From an optimization exercise on the open Yosys and OpenROAD flow, aimed at small area, a short achievable clock period and few clock cycles; shortcuts taken in it are not production practice. Where RTL was checked, it was by simulation tests only, not by an equivalence proof against the original. The flow treats the clock pin as an ideal source, which a real chip does not have. Power and IR drop assume default switching activity.

old:
==> flow/design.v <==
`timescale 1ns/10ps
module LBP ( clk, reset, gray_addr, gray_req, gray_ready, gray_data, lbp_addr, lbp_valid, lbp_data, finish);
input   	clk;
input   	reset;
output  [13:0] 	gray_addr;
output reg         	gray_req;
input   	gray_ready;
input   [7:0] 	gray_data;
output reg  [13:0] 	lbp_addr;
output reg  	lbp_valid;
output reg  [7:0] 	lbp_data;
output reg  	finish;
parameter K = 6;               
localparam H = K + 2;          
localparam JW = 3;                
reg [6:0] r, x;                
reg [JW-1:0] j;                
reg [7:0] sr [0:H];            
assign gray_addr = {r, x};
wire colend = (j == 0);
wire [6:0] r_down = r + 7'd1;
wire [6:0] r_top = r - (H-1);
wire [6:0] r_strip = {r[6:1], 1'b0};
always @(posedge clk or posedge reset) begin
    if (reset) begin
        r <= 7'd0;
        x <= 7'd0;
        j <= 0;
        gray_req <= 1'b0;
        lbp_valid <= 1'b0;
        finish <= 1'b0;
    end else begin
        gray_req <= 1'b1;
        if (colend) begin
            j <= H-1;
            x <= x - 7'd1;
            r <= (x == 7'd0) ? r_strip : r_top;
        end else begin
            j <= j - 1;
            r <= r_down;
        end
        lbp_valid <= (j <= H-3) | (r[6:1] == 6'd0);
        finish <= finish | (lbp_valid & (lbp_addr == {7'd126, 7'd1}));
    end
end
wire [7:0] c  = sr[H];
wire [1:0] rdl = {gray_data >= c, c >= gray_data};
wire [1:0] rlt = {sr[0] >= c, c >= sr[0]};
wire [1:0] rul = {sr[1] >= c, c >= sr[1]};
wire [1:0] rdn = {sr[H-1] >= c, c >= sr[H-1]};
reg [H:0]   d2;    
reg [H-1:0] d4;    
reg [H-2:0] d7;    
reg         d1;    
wire [7:0] code = {d7[H-2], rdn[1], rdl[1], d4[H-1], rlt[1], d2[H], d1, rul[1]};
wire zero = (r[6:1] == 6'd0) | (x[6:1] == 6'h3f);
integer i;
always @(posedge clk) begin
    sr[0] <= gray_data;
    for (i = 1; i <= H; i = i + 1)
        sr[i] <= sr[i-1];
    d2 <= {d2[H-1:0], rdl[0]};
    d4 <= {d4[H-2:0], rlt[0]};
    d7 <= {d7[H-3:0], rul[0]};
    d1 <= rdn[0];
    lbp_addr <= {r - 7'd1, x + 7'd1};
    lbp_data <= zero ? 8'd0 : code;
end
endmodule
==> flow/config.mk <==
export PLATFORM = sky130hd
export DESIGN_NAME = LBP
export DESIGN_NICKNAME = LBP
export VERILOG_FILES = /design/flow/design.v
export SDC_FILE = /design/flow/constraint.sdc
export NUM_CORES = 4
export LEC_CHECK = 0
export CAP_MARGIN = 20
export CORE_MARGIN = 2
export CORE_UTILIZATION = 60
export SETUP_SLACK_MARGIN = 2.3
export SLEW_MARGIN = 20
==> flow/constraint.sdc <==
create_clock -name core_clock -period 4.0 [get_ports {clk}]
set_input_delay 0.8000 -clock core_clock [delete_from_list [all_inputs] [get_ports {clk}]]
set_output_delay 0.8000 -clock core_clock [all_outputs]
set_load 0.01 [all_outputs]
standard.sh (not shown) runs the stock make flow with config.mk's settings and CLKGATE_MAP_FILE= SYNTH_SCRIPT=/design/flow/synth_recipe.tcl, a recipe that flattens the netlist after the stock synthesis.
==> flow/flow/run.sh <==
#!/bin/bash
# Standard layout, with the port buffers given as one buffer cell and the
# clock tree built without dummy loads. make's output goes to make.log here.
set -euo pipefail
export BUFFER_PORTS_ARGS="-buffer_cell sky130_fd_sc_hd__buf_2"
export CTS_ARGS="-sink_clustering_enable -repair_clock_nets -dont_use_dummy_load -buf_list sky130_fd_sc_hd__clkbuf_8 -root_buf sky130_fd_sc_hd__clkbuf_16"
bash standard.sh > make.log 2>&1
Testbench counts of old, summed over its fixed seeds: cycles 387,126.
What new does differently from old at the input level:
Settings: swapping 2.3 for 2.1 in SETUP_SLACK_MARGIN.
Worst setup slack is lower on new. Taking old as the reference point, the number of vias per cell of new rises by about 0.4%. Compared new vs old, and global-route usage is down in new. Relative to old, number of global-route vias before repair has gone down in new. Between new and old, the difference in register clock-pin slew on the reported worst setup and hold paths is negligible.

---

Starts from the design.v that is shown in full above.
clock: 4.0 ns
lec_check: 0
cap_margin: 20
core_margin: 2
core_utilization: 60
setup_slack_margin: 2.2
slew_margin: 20
Scripts as last shown in full above: flow/flow/run.sh
The first run completed with no timing, DRC or antenna violations.
Testbench counts at the start, summed over its fixed seeds: cycles 387,126.
Rerun with:
--- a/flow/config.mk
+++ b/flow/config.mk
@@ -9,4 +9,4 @@
 export CORE_MARGIN = 2
 export CORE_UTILIZATION = 60
-export SETUP_SLACK_MARGIN = 2.2
+export SETUP_SLACK_MARGIN = 2.4
 export SLEW_MARGIN = 20
Result:
- The changed run completed with no timing, DRC or antenna violations
- sequential power is about the same
- final cell count went up slightly
- setup slack gets better by 0.041 ns
- global-route usage stays flat
- design area increases by a little under a tenth
- first-iteration DRC count increases by well over a third

---

Another version of the RTL of LBP (not shown whole).
Size: ~370 cells after synthesis, about 140 flip-flops, ~50 I/O pins.
Settings: LEC_CHECK=0, CAP_MARGIN=20, CORE_MARGIN=2, CORE_UTILIZATION=50, PLACE_DENSITY=0.8, SETUP_SLACK_MARGIN=2.4, SLEW_MARGIN=20; clock period 4.0 ns.
==> flow/flow/run.sh <==
#!/bin/bash
# Standard layout (the standard.sh), with three changes made through
# ORFS's own hooks and variables:
# - the port buffers are buf_2 cells;
# - before CTS (flow/pre_cts.tcl), flow/clock_tree.tcl builds the clock tree
#   (four clkbuf_16, driven by the clock port, each driving a quarter of the
#   flip-flops) in place of TritonCTS, and flow/split_outputs.tcl buffers the
#   address logic off the registers that drive the gray_addr ports.
# make's output goes to make.log here; ORFS's per-step logs stay in orfs/logs.
set -euo pipefail
export BUFFER_PORTS_ARGS="-buffer_cell sky130_fd_sc_hd__buf_2"
export PRE_CTS_TCL="$PWD/flow/pre_cts.tcl"
export FLOW_TREE_NB=4
export FLOW_TREE_CELL=sky130_fd_sc_hd__clkbuf_16
export FLOW_SPLIT_CELL=sky130_fd_sc_hd__buf_1
bash standard.sh > make.log 2>&1
==> flow/flow/clock_tree.tcl <==
# Run by ORFS's cts.tcl before clock_tree_synthesis (PRE_CTS_TCL).
# Builds a one-level clock tree: the clock port drives FLOW_TREE_NB clock
# buffers, each driving the flip-flops of one group. The groups are made by
# sorting the flip-flops by x into FLOW_TREE_NB/2 columns and splitting each
# column by y into two halves, so every group has about the same size and
# every flip-flop sees the same buffer delay. Each buffer is put at the centre
# of its group; cts.tcl legalizes the placement afterwards. TritonCTS is then
# told to skip these nets, so it adds nothing.
proc my_tree {nb cell} {
  set block [ord::get_db_block]
  set net [$block findNet clk]
  set sinks {}
  foreach it [$net getITerms] {
    set inst [$it getInst]
    if {[[$inst getMaster] isSequential]} {
      set bb [$inst getBBox]
      lappend sinks [list [$inst getName]/[[$it getMTerm] getName] \
        [expr {([$bb xMin] + [$bb xMax]) / 2}] [expr {([$bb yMin] + [$bb yMax]) / 2}]]
    }
  }
  set n [llength $sinks]
  set ncol [expr {$nb / 2}]
  set sx [lsort -integer -index 1 $sinks]
  set groups {}
  for {set c 0} {$c < $ncol} {incr c} {
    set col [lsort -integer -index 2 \
      [lrange $sx [expr {$c * $n / $ncol}] [expr {($c + 1) * $n / $ncol - 1}]]]
    set m [llength $col]
    lappend groups [lrange $col 0 [expr {$m / 2 - 1}]]
    lappend groups [lrange $col [expr {$m / 2}] end]
  }
  set dbu [$block getDbUnitsPerMicron]
  set i 0
  foreach g $groups {
    set pins {}
    set xs 0
    set ys 0
    foreach s $g {
      lappend pins [get_pins [lindex $s 0]]
      set xs [expr {$xs + [lindex $s 1]}]
      set ys [expr {$ys + [lindex $s 2]}]
    }
    set k [llength $g]
    set x [expr {double($xs) / $k / $dbu}]
    set y [expr {double($ys) / $k / $dbu}]
    insert_buffer -buffer_cell $cell -net clk -load_pins $pins -location [list $x $y] \
      -buffer_name clktree_$i -net_name clktree_net_$i
    puts "clock tree: group $i has $k flip-flops, buffer at ($x, $y)"
    incr i
  }
  set skip [list clk]
  foreach inst [$block getInsts] {
    if {[string match clktree_* [$inst getName]]} {
      set onet [[$inst findITerm X] getNet]
      $onet setSigType CLOCK
      lappend skip [$onet getName]
    }
  }
  set_cts_config -skip_nets $skip
  # connect the new buffers' supply pins with the platform's rules (pdn.tcl)
  add_global_connection -net {VDD} -inst_pattern {clktree_.*} -pin_pattern {VPWR} -power
  add_global_connection -net {VDD} -inst_pattern {clktree_.*} -pin_pattern {VPB}
  add_global_connection -net {VSS} -inst_pattern {clktree_.*} -pin_pattern {VGND} -ground
  add_global_connection -net {VSS} -inst_pattern {clktree_.*} -pin_pattern {VNB}
  global_connect
}
my_tree $::env(FLOW_TREE_NB) $::env(FLOW_TREE_CELL)
==> flow/flow/pre_cts.tcl <==
# Run by ORFS's cts.tcl before clock_tree_synthesis (PRE_CTS_TCL).
source [file join [file dirname [info script]] clock_tree.tcl]
source [file join [file dirname [info script]] split_outputs.tcl]
==> flow/flow/split_outputs.tcl <==
# Run by flow/pre_cts.tcl, before clock_tree_synthesis.
# The registers that drive the gray_addr ports also feed the address logic.
# Give each of them a buffer for that logic, next to the register, so the
# register itself drives only its port buffer and this one buffer.
proc my_split_outputs {pattern cell} {
  set block [ord::get_db_block]
  set n 0
  foreach bt [$block getBTerms] {
    if {[$bt getIoType] ne "OUTPUT" || ![string match $pattern [$bt getName]]} { continue }
    set pbuf ""
    foreach it [[$bt getNet] getITerms] {
      if {[$it isOutputSignal]} { set pbuf [$it getInst] }
    }
    if {$pbuf eq ""} { continue }
    set ain ""
    foreach it [$pbuf getITerms] {
      if {[$it isInputSignal]} { set ain $it }
    }
    set net [$ain getNet]
    set drv ""
    set loads {}
    foreach it [$net getITerms] {
      if {[$it isOutputSignal]} {
        set drv [$it getInst]
      } elseif {[$it isInputSignal] && $it ne $ain} {
        lappend loads [get_pins [[$it getInst] getName]/[[$it getMTerm] getName]]
      }
    }
    if {$drv eq "" || ![[$drv getMaster] isSequential] || [llength $loads] == 0} { continue }
    set dbu [$block getDbUnitsPerMicron]
    set loc [$drv getLocation]
    insert_buffer -buffer_cell $cell -net [$net getName] -load_pins $loads \
      -location [list [expr {double([lindex $loc 0]) / $dbu}] [expr {double([lindex $loc 1]) / $dbu}]] \
      -buffer_name outsplit_$n
    incr n
  }
  puts "split loads off $n output registers"
  add_global_connection -net {VDD} -inst_pattern {outsplit_.*} -pin_pattern {VPWR} -power
  add_global_connection -net {VDD} -inst_pattern {outsplit_.*} -pin_pattern {VPB}
  add_global_connection -net {VSS} -inst_pattern {outsplit_.*} -pin_pattern {VGND} -ground
  add_global_connection -net {VSS} -inst_pattern {outsplit_.*} -pin_pattern {VNB}
  global_connect
  detailed_placement
  check_placement
}
my_split_outputs {gray_addr*} $::env(FLOW_SPLIT_CELL)
The baseline ran to the end with no violations.
Testbench counts at the start, summed over its fixed seeds: cycles 387,126.
Edit:
==> flow/flow/run.sh (replaced) <==
#!/bin/bash
# Standard layout (the standard.sh), with three changes made through
# ORFS's own hooks and variables:
# - the port buffers are buf_2 cells;
# - flow/clock_tree.tcl builds the clock tree (four clkbuf_16, driven by the
#   clock port, each driving a quarter of the flip-flops) in place of TritonCTS;
# - flow/split_outputs.tcl, after CTS, buffers the address logic off the
#   registers that drive the gray_addr ports.
# make's output goes to make.log here; ORFS's per-step logs stay in orfs/logs.
set -euo pipefail
export BUFFER_PORTS_ARGS="-buffer_cell sky130_fd_sc_hd__buf_2"
export PRE_CTS_TCL="$PWD/flow/clock_tree.tcl"
export POST_CTS_TCL="$PWD/flow/split_outputs.tcl"
export FLOW_TREE_NB=4
export FLOW_TREE_CELL=sky130_fd_sc_hd__clkbuf_16
bash standard.sh > make.log 2>&1
--- a/flow/flow/split_outputs.tcl
+++ b/flow/flow/split_outputs.tcl
@@ -1 +1 @@
-# Run by flow/pre_cts.tcl, before clock_tree_synthesis.
+# Run by ORFS's cts.tcl at its end (POST_CTS_TCL).
@@ -46 +46 @@
-my_split_outputs {gray_addr*} $::env(FLOW_SPLIT_CELL)
+my_split_outputs {gray_addr*} sky130_fd_sc_hd__buf_1
CORE_UTILIZATION = 60   (was 50)
SETUP_SLACK_MARGIN = 2.3   (was 2.4)
removed: flow/flow/pre_cts.tcl
Effect:
- global-route usage grows by 3.0 points
- die area shrinks by about a fifth
- wire length shrinks slightly
- total power stays flat
- clock power grows slightly
- sequential power barely changes
- core utilization grows by 13 points
- design area shrinks slightly
- final cell count shrinks by a few percent
- fmax shrinks by a few percent

---

## the baseline
Another version of the RTL of LBP (not shown whole).
Size: about 350 cells after synthesis, roughly 50 I/O pins, roughly 4500 sq um of cells after synthesis.
clock: 4.0 ns
lec_check: 0
cap_margin: 20
core_margin: 2
core_utilization: 60
setup_slack_margin: 2.3
slew_margin: 20
tns_end_percent: 0
==> flow/flow/run.sh <==
#!/bin/bash
# Standard layout, with the port buffers given as one buffer cell and the
# clock tree built without dummy loads. make's output goes to make.log here.
set -euo pipefail
export BUFFER_PORTS_ARGS="-buffer_cell sky130_fd_sc_hd__buf_2"
export CTS_ARGS="-sink_clustering_enable -repair_clock_nets -dont_use_dummy_load -buf_list sky130_fd_sc_hd__clkbuf_8 -root_buf sky130_fd_sc_hd__clkbuf_16"
bash standard.sh > make.log 2>&1
In summary, the baseline completed successfully, with a layout that passed the timing, DRC and antenna checks.
Modified inputs, the candidate compared to the baseline
# the baseline
export LEC_CHECK = 0
export CAP_MARGIN = 20
export CORE_MARGIN = 2
export CORE_UTILIZATION = 60
export SETUP_SLACK_MARGIN = 2.3
export SLEW_MARGIN = 20
export TNS_END_PERCENT = 0
create_clock -name core_clock -period 4.0 [get_ports {clk}]
# the candidate
export LEC_CHECK = 0
export CAP_MARGIN = 20
export CORE_MARGIN = 2
export CORE_UTILIZATION = 60
export SETUP_SLACK_MARGIN = 2.2
export SLEW_MARGIN = 20
create_clock -name core_clock -period 4.0 [get_ports {clk}]
==> comparison <==
Core utilization: the candidate vs the baseline up 0.74 points
Maximum achievable frequency in the candidate is about 1.8% above the baseline.
Between the candidate and the baseline, it is the candidate whose power is lower, by 10 uW.
Compared with the baseline, in the candidate number of resized instances in the post-cts repair step -1, share of layout cells above drive strength 1 +1.3 points.
Taking the baseline as the reference, in the candidate wire length went down; clock network power share went down; iteration-0 DRC count of the detailed router went down.
Re standard cell core area: no difference whatsoever between the candidate and the baseline.
Diff the baseline -> the candidate: count of buffers added by post-CTS timing repair for setup fell by 4, combinational share of power stayed essentially flat.
No run of this note included a check of the RTL's function; only the layout flow was run.

---

LBP, a different RTL version from the one above (not shown whole).
Size in the first run: about 400 cells after synthesis, ~50 I/O pins, ~4800 µm² of cells after synthesis.
Design LBP, start of the top module:
module LBP ( clk, reset, gray_addr, gray_req, gray_ready, gray_data, lbp_addr, lbp_valid, lbp_data, finish);
input   	clk;
input   	reset;
output  [13:0] 	gray_addr;
output reg         	gray_req;
input   	gray_ready;
input   [7:0] 	gray_data;
output reg  [13:0] 	lbp_addr;
output reg  	lbp_valid;
output reg  [7:0] 	lbp_data;
output reg  	finish;
parameter K = 6;               
localparam H = K + 2;          
localparam JW = $clog2(H);
reg [6:0] r, x;                
reg [JW-1:0] j;                
reg [7:0] sr [0:H];            
reg [13:0] ga;                 
assign gray_addr = ga;
wire colend = (j == 0);
wire [6:0] r_n = !colend ? r + 7'd1 : (x == 7'd0) ? r - 7'd1 : r - (H-1);
wire [6:0] x_n = colend ? x - 7'd1 : x;
always @(posedge clk or posedge reset) begin
    if (reset) begin
        r <= 7'd1;
        x <= 7'd0;
        j <= 0;
        gray_req <= 1'b0;
        lbp_valid <= 1'b0;
        finish <= 1'b0;
    end else begin
        gray_req <= 1'b1;
        j <= colend ? H-1 : j - 1;
        x <= x_n;
        r <= r_n;
  ...
Settings: LEC_CHECK=0, CAP_MARGIN=20, CORE_MARGIN=2, CORE_UTILIZATION=40, SETUP_SLACK_MARGIN=2.1, SLEW_MARGIN=20; clock period 4.0 ns.
==> flow/flow/run.sh <==
#!/bin/bash
# Standard layout, with the port buffers given as one buffer cell and the
# clock tree built without dummy loads. make's output goes to make.log here.
set -euo pipefail
export BUFFER_PORTS_ARGS="-buffer_cell sky130_fd_sc_hd__buf_2"
export CTS_ARGS="-sink_clustering_enable -repair_clock_nets -dont_use_dummy_load -buf_list sky130_fd_sc_hd__clkbuf_8"
bash standard.sh > make.log 2>&1
Rerun with:
--- a/flow/config.mk
+++ b/flow/config.mk
@@ -10,3 +10,3 @@
 export CORE_UTILIZATION = 40
-export SETUP_SLACK_MARGIN = 2.1
+export SETUP_SLACK_MARGIN = 2.3
 export SLEW_MARGIN = 20
Clock power is about the same.
Synthesized area stays the same.
Setup slack improves by 0.10 ns.
Cell area is higher by 7.3%.
Synthesized cell count is unchanged.
Function was not checked in any run of this note: the RTL went through the layout flow alone.

[re-timing with driven ports]
In the flow no input, the clock included, has a driving cell. The finished layouts below were timed again as built, in two steps. Step 1: set_driving_cell puts a clkbuf_16 on clk and a buf_2 on each other input, an assumption about the parent block. Step 2 times the ports against the registers' clock, not the clock port: input delays grow and output delays shrink by t, the midpoint of the rising clock arrivals with the driver on. Slacks: ideal / step 1 / step 2; pairs: ideal / step 1.
| run | t (ns) | slack for setup (ns) | worst setup path after step 2 | latest minus earliest clock arrival (ns) | worst register clock-pin slew, ns |
|---|---|---|---|---|---|
| old | 0.380 | 2.309 / 2.275 / 2.015 | input to register | 0.021 / 0.021 | 0.07 / 0.07 |
| new | 0.377 | 2.177 / 2.144 / 1.965 | input to register | 0.027 / 0.028 | 0.08 / 0.08 |
| the first run of note 2 | 0.375 | 2.238 / 2.207 / 2.021 | input to register | 0.028 / 0.028 | 0.08 / 0.08 |
| the second run of note 2 | 0.383 | 2.279 / 2.244 / 2.011 | input to register | 0.040 / 0.040 | 0.09 / 0.09 |
| the first run of note 3 | 0.249 | 2.451 / 2.376 / 2.305 | input to register | 0.006 / 0.006 | 0.12 / 0.12 |
| the second run of note 3 | 0.247 | 2.410 / 2.336 / 2.280 | input to register | 0.009 / 0.009 | 0.12 / 0.12 |
| the baseline | 0.384 | 2.198 / 2.163 / 2.052 | input to register | 0.031 / 0.030 | 0.08 / 0.08 |
| the candidate | 0.372 | 2.229 / 2.194 / 2.009 | input to register | 0.030 / 0.030 | 0.08 / 0.08 |
| the first run of note 5 | 0.451 | 2.147 / 2.147 / 1.944 | input to register | 0.034 / 0.034 | 0.09 / 0.09 |
| the second run of note 5 | 0.438 | 2.248 / 2.245 / 1.971 | input to register | 0.026 / 0.026 | 0.09 / 0.09 |
After both steps setup and hold are still met in every run listed. For old, which loses most, drivers alone change the setup slack by -0.034 ns; drivers and shift together by -0.294 ns.
